This design comes from an exercise in tuning for small area, a short achievable clock period and few clock cycles on the open sky130 flow, not from production work. Where RTL was checked, it was by simulation tests only, not by an equivalence proof against the original. Power is estimated from default activity; no workload was simulated.

// wr_interconnect
module wr_interconnect #
(
    parameter DATA_WIDTH = 8,
    parameter ADDR_WIDTH = 16
)
(
	input         			clk,
	input         			rst_n,
	input  [ADDR_WIDTH-1:0] m0_awaddr,
	input         			m0_awvalid,
	output        			m0_awready,
	input  [DATA_WIDTH-1:0] m0_wdata,
	input         			m0_wvalid,
	output        			m0_wready,
	input  [ADDR_WIDTH-1:0] m1_awaddr,
	input         			m1_awvalid,
	output        			m1_awready,
	input  [DATA_WIDTH-1:0] m1_wdata,
	input         			m1_wvalid,
	output        			m1_wready,
	output [ADDR_WIDTH-1:0] mem_awaddr,
	output        			mem_awvalid,
	input         			mem_awready,
	output [DATA_WIDTH-1:0] mem_wdata,
	output        			mem_wvalid,
	input         			mem_wready
);
Size in the first run: ~390 cells after synthesis, roughly 220 flip-flops, about 86 I/O pins, about 7800 µm² of cells after synthesis.
==> module fifo, before the edit <==
module fifo #(
	parameter DATA_WIDTH = 8,
	parameter FIFO_DEPTH = 8,
	parameter SWITCH     = 8
)
(
	input                       clk,
	input                       rst_n,
	input      [DATA_WIDTH-1:0] m0_data,
	input                       m0_valid,
	output                      m0_ready,
	input      [DATA_WIDTH-1:0] m1_data,
	input                       m1_valid,
	output reg                  m1_ready,
	output reg [DATA_WIDTH-1:0] odata,
	output reg                  ovalid,
	input                       oready
);
	localparam NQ = FIFO_DEPTH - 1;            
	localparam CW = $clog2(SWITCH);
	reg  [CW-1:0]         cnt;                 
	reg                   sel;                 
	reg                   m0_nrdy;             
	reg  [NQ:1]           qv;                  
	reg                   q_empty;             
	reg  [DATA_WIDTH-1:0] qd [1:NQ];
	assign m0_ready = ~m0_nrdy;
	wire full = m0_nrdy & ~m1_ready;             
	wire [DATA_WIDTH-1:0] in_d = sel ? m1_data : m0_data;
	wire acc  = (m0_valid & m0_ready) | (m1_valid & m1_ready);
	wire pop  = ovalid & oready;
	wire h_load  = ~ovalid | oready;           
	wire [NQ:0] allv = {qv, ovalid};
	wire [NQ:0] hole;
	genvar j;
	generate
		for (j = 0; j <= NQ; j = j + 1) begin : g_hole
			assign hole[j] = ~&allv[j:0];
		end
	endgenerate
	reg one_hole;
	integer k;
	always @(*) begin
		one_hole = 1'b0;
		for (k = 0; k <= NQ; k = k + 1)
			one_hole = one_hole | (~allv[k] & (&(allv | ({{NQ{1'b0}}, 1'b1} << k))));
	end
	wire to_head = acc & q_empty & h_load;
	wire to_tail = acc & ~to_head;
	wire sel_acc = sel ^ (cnt == SWITCH - 1);     
	wire ful_acc = full | one_hole;               
	wire n_m0_nrdy = acc ? (pop ? sel_acc : (sel_acc | ful_acc))
	                     : (pop ? sel     : (sel     | full));
	wire n_m1_rdy  = acc ? (pop ? sel_acc : (sel_acc & ~ful_acc))
	                     : (pop ? sel     : (sel     & ~full));
	wire n_sel     = acc ? sel_acc : sel;
	always @(posedge clk) begin
		if (h_load) odata <= q_empty ? in_d : qd[1];
		if (hole[NQ]) qd[NQ] <= in_d;
	end
	generate
		for (j = 1; j < NQ; j = j + 1) begin : g_stage
			always @(posedge clk)
				if (hole[j]) qd[j] <= qd[j+1];
		end
	endgenerate
	reg [NQ:1] n_qv;
	always @(*) begin
		for (k = 1; k < NQ; k = k + 1)
			n_qv[k] = hole[k] ? qv[k+1] : qv[k];
		n_qv[NQ] = hole[NQ] ? to_tail : qv[NQ];
		if (~hole[1] & h_load) n_qv[1] = 1'b0;
	end
	always @(posedge clk or negedge rst_n) begin
		if (~rst_n) begin
			cnt      <= 0;
			sel      <= 1'b0;
			m0_nrdy  <= 1'b0;
			m1_ready <= 1'b0;
			ovalid   <= 1'b0;
			qv       <= 0;
			q_empty  <= 1'b1;
		end else begin
			if (acc) cnt <= (cnt == SWITCH - 1) ? 0 : cnt + 1'b1;
			sel      <= n_sel;
			m0_nrdy  <= n_m0_nrdy;
			m1_ready <= n_m1_rdy;
			q_empty  <= ~|n_qv;
			if (h_load) ovalid <= q_empty ? to_head : qv[1];
			qv       <= n_qv;
		end
	end
endmodule
==> flow/config.mk <==
export PLATFORM = sky130hd
export DESIGN_NAME = wr_interconnect
export DESIGN_NICKNAME = wr_interconnect
export VERILOG_FILES = /design/flow/design.v
export SDC_FILE = /design/flow/constraint.sdc
export NUM_CORES = 4
export LEC_CHECK = 0
export CAP_MARGIN = 20
export CORE_MARGIN = 2
export CORE_UTILIZATION = 40
export CTS_BUF_LIST = sky130_fd_sc_hd__clkbuf_4 sky130_fd_sc_hd__clkbuf_8 sky130_fd_sc_hd__clkbuf_16
export CTS_CLUSTER_DIAMETER = 100
export CTS_CLUSTER_SIZE = 30
export SETUP_SLACK_MARGIN = 3.0
export SLEW_MARGIN = 20
==> flow/constraint.sdc <==
create_clock -name core_clock -period 5.0 [get_ports {clk}]
set_input_delay 1.0000 -clock core_clock [delete_from_list [all_inputs] [get_ports {clk}]]
set_output_delay 1.0000 -clock core_clock [all_outputs]
set_load 0.01 [all_outputs]
standard.sh (not shown) runs the stock make flow with config.mk's settings and CLKGATE_MAP_FILE= SYNTH_SCRIPT=/design/flow/synth_recipe.tcl, a recipe that flattens the netlist after the stock synthesis.
==> flow/flow/run.sh <==
#!/bin/bash
set -euo pipefail
bash standard.sh MATCH_CELL_FOOTPRINT=0 "BUFFER_PORTS_ARGS=-buffer_cell sky130_fd_sc_hd__buf_2" "CTS_ARGS=-sink_clustering_enable -repair_clock_nets -dont_use_dummy_load -sink_clustering_size 30 -sink_clustering_max_diameter 100 -buf_list sky130_fd_sc_hd__clkbuf_16" finish > flow_standard.log 2>&1
Testbench counts at the start, summed over its fixed seeds: cycles 1,032.
Next try:
--- a/flow/design.v
+++ b/flow/design.v
@@ -22,22 +22,23 @@
 	reg                   sel;                 
 	reg                   m0_nrdy;             
 	reg  [NQ:1]           qv;                  
-	reg                   q_empty;             
 	reg  [DATA_WIDTH-1:0] qd [1:NQ];
 	assign m0_ready = ~m0_nrdy;
 	wire full = m0_nrdy & ~m1_ready;             
 	wire [DATA_WIDTH-1:0] in_d = sel ? m1_data : m0_data;
 	wire acc  = (m0_valid & m0_ready) | (m1_valid & m1_ready);
 	wire pop  = ovalid & oready;
+	wire q_empty = ~|qv;
 	wire h_load  = ~ovalid | oready;           
-	wire [NQ:0] allv = {qv, ovalid};
 	wire [NQ:0] hole;
+	assign hole[0] = ~ovalid;
 	genvar j;
 	generate
-		for (j = 0; j <= NQ; j = j + 1) begin : g_hole
-			assign hole[j] = ~&allv[j:0];
+		for (j = 1; j <= NQ; j = j + 1) begin : g_hole
+			assign hole[j] = hole[j-1] | ~qv[j];
 		end
 	endgenerate
+	wire [NQ:0] allv = {qv, ovalid};
 	reg one_hole;
 	integer k;
 	always @(*) begin
@@ -47,13 +48,9 @@
 	end
 	wire to_head = acc & q_empty & h_load;
 	wire to_tail = acc & ~to_head;
-	wire sel_acc = sel ^ (cnt == SWITCH - 1);     
-	wire ful_acc = full | one_hole;               
-	wire n_m0_nrdy = acc ? (pop ? sel_acc : (sel_acc | ful_acc))
-	                     : (pop ? sel     : (sel     | full));
-	wire n_m1_rdy  = acc ? (pop ? sel_acc : (sel_acc & ~ful_acc))
-	                     : (pop ? sel     : (sel     & ~full));
-	wire n_sel     = acc ? sel_acc : sel;
+	wire turn_end = acc & (cnt == SWITCH - 1);
+	wire n_sel  = sel ^ turn_end;
+	wire n_full = ~pop & (full | (one_hole & acc));
 	always @(posedge clk) begin
 		if (h_load) odata <= q_empty ? in_d : qd[1];
 		if (hole[NQ]) qd[NQ] <= in_d;
@@ -79,13 +76,11 @@
 			m1_ready <= 1'b0;
 			ovalid   <= 1'b0;
 			qv       <= 0;
-			q_empty  <= 1'b1;
 		end else begin
 			if (acc) cnt <= (cnt == SWITCH - 1) ? 0 : cnt + 1'b1;
 			sel      <= n_sel;
-			m0_nrdy  <= n_m0_nrdy;
-			m1_ready <= n_m1_rdy;
-			q_empty  <= ~|n_qv;
+			m0_nrdy  <= n_full |  n_sel;
+			m1_ready <= ~n_full & n_sel;
 			if (h_load) ovalid <= q_empty ? to_head : qv[1];
 			qv       <= n_qv;
 		end
The new run went through all stages and came out clean.
Design area shrinks by 1.0%.
Area after synthesis shrinks by 0.48%.
Wire length grows by 0.46%.
Clock power shrinks by about 0.4%.
Core utilization shrinks by 0.32 points.
Setup slack degrades by 0.040 ns.
Function not checked in the second run of this note: the RTL went through the layout flow alone.

## port drivers added, routing unchanged
Ports are ideal in the flow. The routed layouts listed here were re-timed in OpenROAD.
Step 1: set_driving_cell puts a clkbuf_16 on clk and a buf_2 on each other input, an assumption about the parent block.
Step 2 adds t to the input delays and takes it off the output delays; t is the mean of the earliest and latest rising clock arrival at the registers after step 1. Input paths then give back, and output paths get back, about the clock's delay inside the block.
Slacks: ideal ports / drivers / drivers and shift; pairs: ideal ports / drivers.
run | t (ns) | setup WS [ns] | worst hold slack (ns) | worst setup path after step 2
the first run | 0.478 | 2.974 / 2.937 / 2.805 | 0.392 / 0.392 / 0.392 | input to register
the second run | 0.479 | 2.934 / 2.896 / 2.712 | 0.426 / 0.426 / 0.426 | input to register
After both steps setup and hold are still met in every run listed. The setup slack of the second run, which loses most, moves by -0.038 ns with the drivers and by -0.222 ns with both steps.
